This is an optimization exercise on Yosys and OpenROAD, whose aim is small area and a short achievable clock period, not a production implementation. Where RTL was checked, it was by simulation tests only, not by an equivalence proof against the original.

job 8654:
// sqrt_16s
module sqrt_16s (
    input         clk,
    input  [15:0] data_i,
    input         vld_i,
    output [15:0] data_o,
    output        vld_o
);
    function [6:0] tbl3;
        input [5:0] v;
        case (v)
            6'd0: tbl3 = {3'd0, 4'd0};
            6'd1: tbl3 = {3'd1, 4'd0};
            6'd2: tbl3 = {3'd1, 4'd1};
            6'd3: tbl3 = {3'd1, 4'd2};
            6'd4: tbl3 = {3'd2, 4'd0};
            6'd5: tbl3 = {3'd2, 4'd1};
            6'd6: tbl3 = {3'd2, 4'd2};
            6'd7: tbl3 = {3'd2, 4'd3};
            6'd8: tbl3 = {3'd2, 4'd4};
            6'd9: tbl3 = {3'd3, 4'd0};
            6'd10: tbl3 = {3'd3, 4'd1};
            6'd11: tbl3 = {3'd3, 4'd2};
            6'd12: tbl3 = {3'd3, 4'd3};
            6'd13: tbl3 = {3'd3, 4'd4};
            6'd14: tbl3 = {3'd3, 4'd5};
            6'd15: tbl3 = {3'd3, 4'd6};
            6'd16: tbl3 = {3'd4, 4'd0};
            6'd17: tbl3 = {3'd4, 4'd1};
            6'd18: tbl3 = {3'd4, 4'd2};
            6'd19: tbl3 = {3'd4, 4'd3};
            6'd20: tbl3 = {3'd4, 4'd4};
            6'd21: tbl3 = {3'd4, 4'd5};
            6'd22: tbl3 = {3'd4, 4'd6};
            6'd23: tbl3 = {3'd4, 4'd7};
            6'd24: tbl3 = {3'd4, 4'd8};
            6'd25: tbl3 = {3'd5, 4'd0};
            6'd26: tbl3 = {3'd5, 4'd1};
            6'd27: tbl3 = {3'd5, 4'd2};
            6'd28: tbl3 = {3'd5, 4'd3};
            6'd29: tbl3 = {3'd5, 4'd4};
            6'd30: tbl3 = {3'd5, 4'd5};
            6'd31: tbl3 = {3'd5, 4'd6};
            6'd32: tbl3 = {3'd5, 4'd7};
            6'd33: tbl3 = {3'd5, 4'd8};
            6'd34: tbl3 = {3'd5, 4'd9};
            6'd35: tbl3 = {3'd5, 4'd10};
            6'd36: tbl3 = {3'd6, 4'd0};
  ...
export LEC_CHECK = 0
export ABC_AREA = 1
export CAP_MARGIN = 20
export CORE_MARGIN = 2
export CORE_UTILIZATION = 40
export SETUP_SLACK_MARGIN = 1.3
export SLEW_MARGIN = 20
create_clock -name core_clock -period 3.0 [get_ports {clk}]
standard.sh (not shown) runs the stock make flow with config.mk's settings and CLKGATE_MAP_FILE= SYNTH_SCRIPT=/design/flow/synth_recipe.tcl, a recipe that flattens the netlist after the stock synthesis.
==> flow/flow/run.sh <==
#!/bin/bash
# The standard layout (standard.sh: ORFS from synthesis to the final layout) with:
#  - ADDER_MAP_FILE empty: Yosys does not extract full/half-adder cells, so ABC maps
#    all the logic itself (the registers are the same as in the standard synthesis);
#  - buf_2 cells as the input and output port buffers;
#  - a clock tree of clkbuf_8 cells without dummy loads.
# Everything ORFS prints goes to standard.log in this folder; each step's own log stays
# under orfs/logs/.
bash standard.sh \
  "ADDER_MAP_FILE=" "SETUP_MOVE_SEQUENCE=unbuffer,sizeup,swap" \
  "BUFFER_PORTS_ARGS=-buffer_cell sky130_fd_sc_hd__buf_2" \
  "CTS_ARGS=-sink_clustering_enable -repair_clock_nets -dont_use_dummy_load -buf_list sky130_fd_sc_hd__clkbuf_8 -sink_clustering_size 14 -sink_clustering_max_diameter 50" \
  finish > standard.log 2>&1
Job 8654 did not stop at any stage, and its layout met the timing, design-rule and antenna checks.
For job 380, these inputs were changed with respect to job 8654:
- a change of SETUP_SLACK_MARGIN from 1.3 to 0.9
==> flow/flow/run.sh <==
#!/bin/bash
# The standard layout, with buf_2 port buffers and a clock tree without dummy loads.
bash standard.sh \
  "BUFFER_PORTS_ARGS=-buffer_cell sky130_fd_sc_hd__buf_2" \
  "CTS_ARGS=-sink_clustering_enable -repair_clock_nets -dont_use_dummy_load -buf_list sky130_fd_sc_hd__clkbuf_8 -sink_clustering_size 14 -sink_clustering_max_diameter 50" \
  finish > standard.log 2>&1
Notes after the runs:
- In summary, job 380 completed successfully, with a layout that passed the timing, design-rule and antenna checks.
- Area after synthesis up 95 sq um in job 380 wrt job 8654
- [compare] base=job 8654 new=job 380: final area shrank by 670 sq um; stage delay of the slowest cell on the critical path went down 0.06 ns.
- Area of the die (higher): job 380
- Going from job 8654 to job 380, critical path depth +2; maximum clock frequency decreased about 7%.
Relative to job 380, the following input files were edited for job 4954:
- CORE_UTILIZATION changed from 40 to 60
- SETUP_SLACK_MARGIN changed from 0.9 to 1.1
==> notes.md <==
Global-route usage sits higher in job 4954 than in job 380.
Looking at final period utilization, job 4954 sits below job 380.
First-iteration DRC count came out lower on job 4954 than on job 380.
Compared with job 380, in job 4954 first-pass GRT wire length went up; final critical-path required period saw a decrease.
diff inputs: job 4954 => job 5829
- CORE_UTILIZATION now 40, was 60
- SETUP_SLACK_MARGIN now 1.2, was 1.1
-- flow/flow/run.sh --
<<< job 4954, line 1
#!/bin/bash
# The standard layout, with buf_2 port buffers and a clock tree without dummy loads.
bash standard.sh \
  "BUFFER_PORTS_ARGS=-buffer_cell sky130_fd_sc_hd__buf_2" \
>>> job 5829, line 1
#!/bin/bash
# The standard layout (standard.sh: ORFS from synthesis to the final layout) with:
#  - ADDER_MAP_FILE empty: Yosys does not extract full/half-adder cells, so ABC maps
#    all the logic itself (the registers are the same as in the standard synthesis);
#  - buf_2 cells as the input and output port buffers;
#  - a clock tree of clkbuf_8 cells without dummy loads.
# Everything ORFS prints goes to standard.log in this folder; each step's own log stays
# under orfs/logs/.
bash standard.sh \
  "ADDER_MAP_FILE=" "SETUP_MOVE_SEQUENCE=unbuffer,sizeup,swap" \
  "BUFFER_PORTS_ARGS=-buffer_cell sky130_fd_sc_hd__buf_2" \
--- outcome ---
Job 5829 finished every step from synthesis to the final layout, and the layout passed the timing, design-rule and antenna checks. The higher multi-input gate area in the final layout came out of job 4954. Looking only at via count of the first global-routing pass, and setting everything else aside, the higher value of job 4954 and job 5829 goes to job 4954. Route | job 5829 vs job 4954 | wire shorter in job 5829. When job 5829 is set beside job 4954, its number of inverters outside the clock class in the layout turns out to be 7 smaller. Summary of job 5829 over job 4954: top achievable clock speed went up 31 MHz, total number of multi-input combinational cells went down 17. Sequential share of layout area: job 5829 vs job 4954, no meaningful difference.

---

sqrt_16s, a different RTL version from the one above (not shown whole).
Size in the first run: ~1500 cells after synthesis, roughly 280 flip-flops, roughly 35 I/O pins.
Design sqrt_16s, start of the top module:
module sqrt_16s (
    input         clk,
    input  [15:0] data_i,
    input         vld_i,
    output [15:0] data_o,
    output        vld_o
);
    function [6:0] tbl3;
        input [5:0] v;
        case (v)
            6'd0: tbl3 = {3'd0, 4'd0};
            6'd1: tbl3 = {3'd1, 4'd0};
            6'd2: tbl3 = {3'd1, 4'd1};
            6'd3: tbl3 = {3'd1, 4'd2};
            6'd4: tbl3 = {3'd2, 4'd0};
            6'd5: tbl3 = {3'd2, 4'd1};
            6'd6: tbl3 = {3'd2, 4'd2};
            6'd7: tbl3 = {3'd2, 4'd3};
            6'd8: tbl3 = {3'd2, 4'd4};
            6'd9: tbl3 = {3'd3, 4'd0};
            6'd10: tbl3 = {3'd3, 4'd1};
            6'd11: tbl3 = {3'd3, 4'd2};
            6'd12: tbl3 = {3'd3, 4'd3};
            6'd13: tbl3 = {3'd3, 4'd4};
            6'd14: tbl3 = {3'd3, 4'd5};
            6'd15: tbl3 = {3'd3, 4'd6};
            6'd16: tbl3 = {3'd4, 4'd0};
            6'd17: tbl3 = {3'd4, 4'd1};
            6'd18: tbl3 = {3'd4, 4'd2};
            6'd19: tbl3 = {3'd4, 4'd3};
            6'd20: tbl3 = {3'd4, 4'd4};
            6'd21: tbl3 = {3'd4, 4'd5};
            6'd22: tbl3 = {3'd4, 4'd6};
            6'd23: tbl3 = {3'd4, 4'd7};
            6'd24: tbl3 = {3'd4, 4'd8};
            6'd25: tbl3 = {3'd5, 4'd0};
            6'd26: tbl3 = {3'd5, 4'd1};
            6'd27: tbl3 = {3'd5, 4'd2};
            6'd28: tbl3 = {3'd5, 4'd3};
            6'd29: tbl3 = {3'd5, 4'd4};
            6'd30: tbl3 = {3'd5, 4'd5};
            6'd31: tbl3 = {3'd5, 4'd6};
            6'd32: tbl3 = {3'd5, 4'd7};
            6'd33: tbl3 = {3'd5, 4'd8};
  ...
==> flow/config.mk <==
export PLATFORM = sky130hd
export DESIGN_NAME = sqrt_16s
export DESIGN_NICKNAME = sqrt_16s
export VERILOG_FILES = /design/flow/design.v
export SDC_FILE = /design/flow/constraint.sdc
export NUM_CORES = 4
export LEC_CHECK = 0
export ABC_AREA = 1
export CAP_MARGIN = 20
export CORE_MARGIN = 2
export CORE_UTILIZATION = 40
export SETUP_SLACK_MARGIN = 1.1
export SLEW_MARGIN = 20
==> flow/constraint.sdc <==
create_clock -name core_clock -period 3.0 [get_ports {clk}]
set_input_delay 0.6000 -clock core_clock [delete_from_list [all_inputs] [get_ports {clk}]]
set_output_delay 0.6000 -clock core_clock [all_outputs]
set_load 0.01 [all_outputs]
==> flow/flow/run.sh <==
#!/bin/bash
# The standard layout (the standard.sh: ORFS synthesis to final), with buf_2
# cells as the port buffers and a clock tree of clkbuf_8 without dummy loads.
bash standard.sh \
  "BUFFER_PORTS_ARGS=-buffer_cell sky130_fd_sc_hd__buf_2" \
  "CTS_ARGS=-sink_clustering_enable -repair_clock_nets -dont_use_dummy_load -buf_list sky130_fd_sc_hd__clkbuf_8 -sink_clustering_size 14 -sink_clustering_max_diameter 50" \
  finish > standard.log 2>&1
The starting point produced a clean layout.
==> next run, changes <==
--- a/flow/flow/run.sh
+++ b/flow/flow/run.sh
@@ -2,2 +2,7 @@
-# The standard layout (the standard.sh: ORFS synthesis to final), with buf_2
-# cells as the port buffers and a clock tree of clkbuf_8 without dummy loads.
+# The standard layout (standard.sh: ORFS from synthesis to the final layout) with:
+#  - ADDER_MAP_FILE empty: Yosys does not extract full/half-adder cells, so ABC maps
+#    all the logic itself (the registers are the same as in the standard synthesis);
+#  - buf_2 cells as the input and output port buffers;
+#  - a clock tree of clkbuf_8 cells without dummy loads.
+# Everything ORFS prints goes to standard.log in this folder; each step's own log stays
+# under orfs/logs/.
@@ -4,0 +10 @@
+  "ADDER_MAP_FILE=" \
--- a/flow/config.mk
+++ b/flow/config.mk
@@ -12 +12 @@
-export SETUP_SLACK_MARGIN = 1.1
+export SETUP_SLACK_MARGIN = 1.2
Wire length climbs by 0.66%.
Design area drops by 4.0%.
Setup slack gains 0.13 ns.
Sequential share of layout area climbs by 1.8 points.
Synthesized area drops by 6.1%.
Count of clock-buffer cells in the layout drops by 1.
Via count drops by 3.7%.
Cell count drops by about 4%.
Maximum frequency climbs by 7.3%.
Core utilization climbs by 0.95 points.
==> next run, changes <==
--- a/flow/config.mk
+++ b/flow/config.mk
@@ -12 +12 @@
-export SETUP_SLACK_MARGIN = 1.2
+export SETUP_SLACK_MARGIN = 1.1
Effect: The new run ran to the end with no violations. Setup slack degrades by 0.026 ns. Via count came out lower by 0.75%.
No run of this note included a check of the RTL's function; only the layout flow was run.

## afterwards: timing with drivers on the ports
The results above use ideal ports. As a check the final layouts listed here were re-extracted and re-timed, cells and wires unchanged. Step 1: set_driving_cell puts a clkbuf_16 on clk and a buf_2 on each other input, an assumption about the parent block. Step 2 adds t to the input delays and takes it off the output delays; t is the mean of the earliest and latest rising clock arrival at the registers after step 1. Input paths then give back, and output paths get back, about the clock's delay inside the block. a / b / c = no drivers / after step 1 / after step 2; a / b = the first two.
run	t, ns	slack for setup (ns)	worst hold slack (ns)	worst setup path at the end
job 8654	0.585	1.255 / 1.255 / 0.969	0.136 / 0.114 / 0.290	input to register
job 380	0.587	1.121 / 1.121 / 0.633	0.131 / 0.109 / 0.324	input to register
job 4954	0.583	1.213 / 1.213 / 0.719	0.123 / 0.107 / 0.312	input to register
job 5829	0.571	1.306 / 1.306 / 0.990	0.143 / 0.121 / 0.287	input to register
the first run of note 2	0.598	1.152 / 1.171 / 0.578	0.147 / 0.121 / 0.273	input to register
the second run of note 2	0.593	1.277 / 1.277 / 0.914	0.122 / 0.099 / 0.289	input to register
the third run of note 2	0.591	1.251 / 1.251 / 0.906	0.137 / 0.112 / 0.295	input to register
After both steps setup and hold are still met in every run listed. The setup slack of the first run of note 2, which loses most, moves by +0.019 ns with the drivers and by -0.574 ns with both steps.
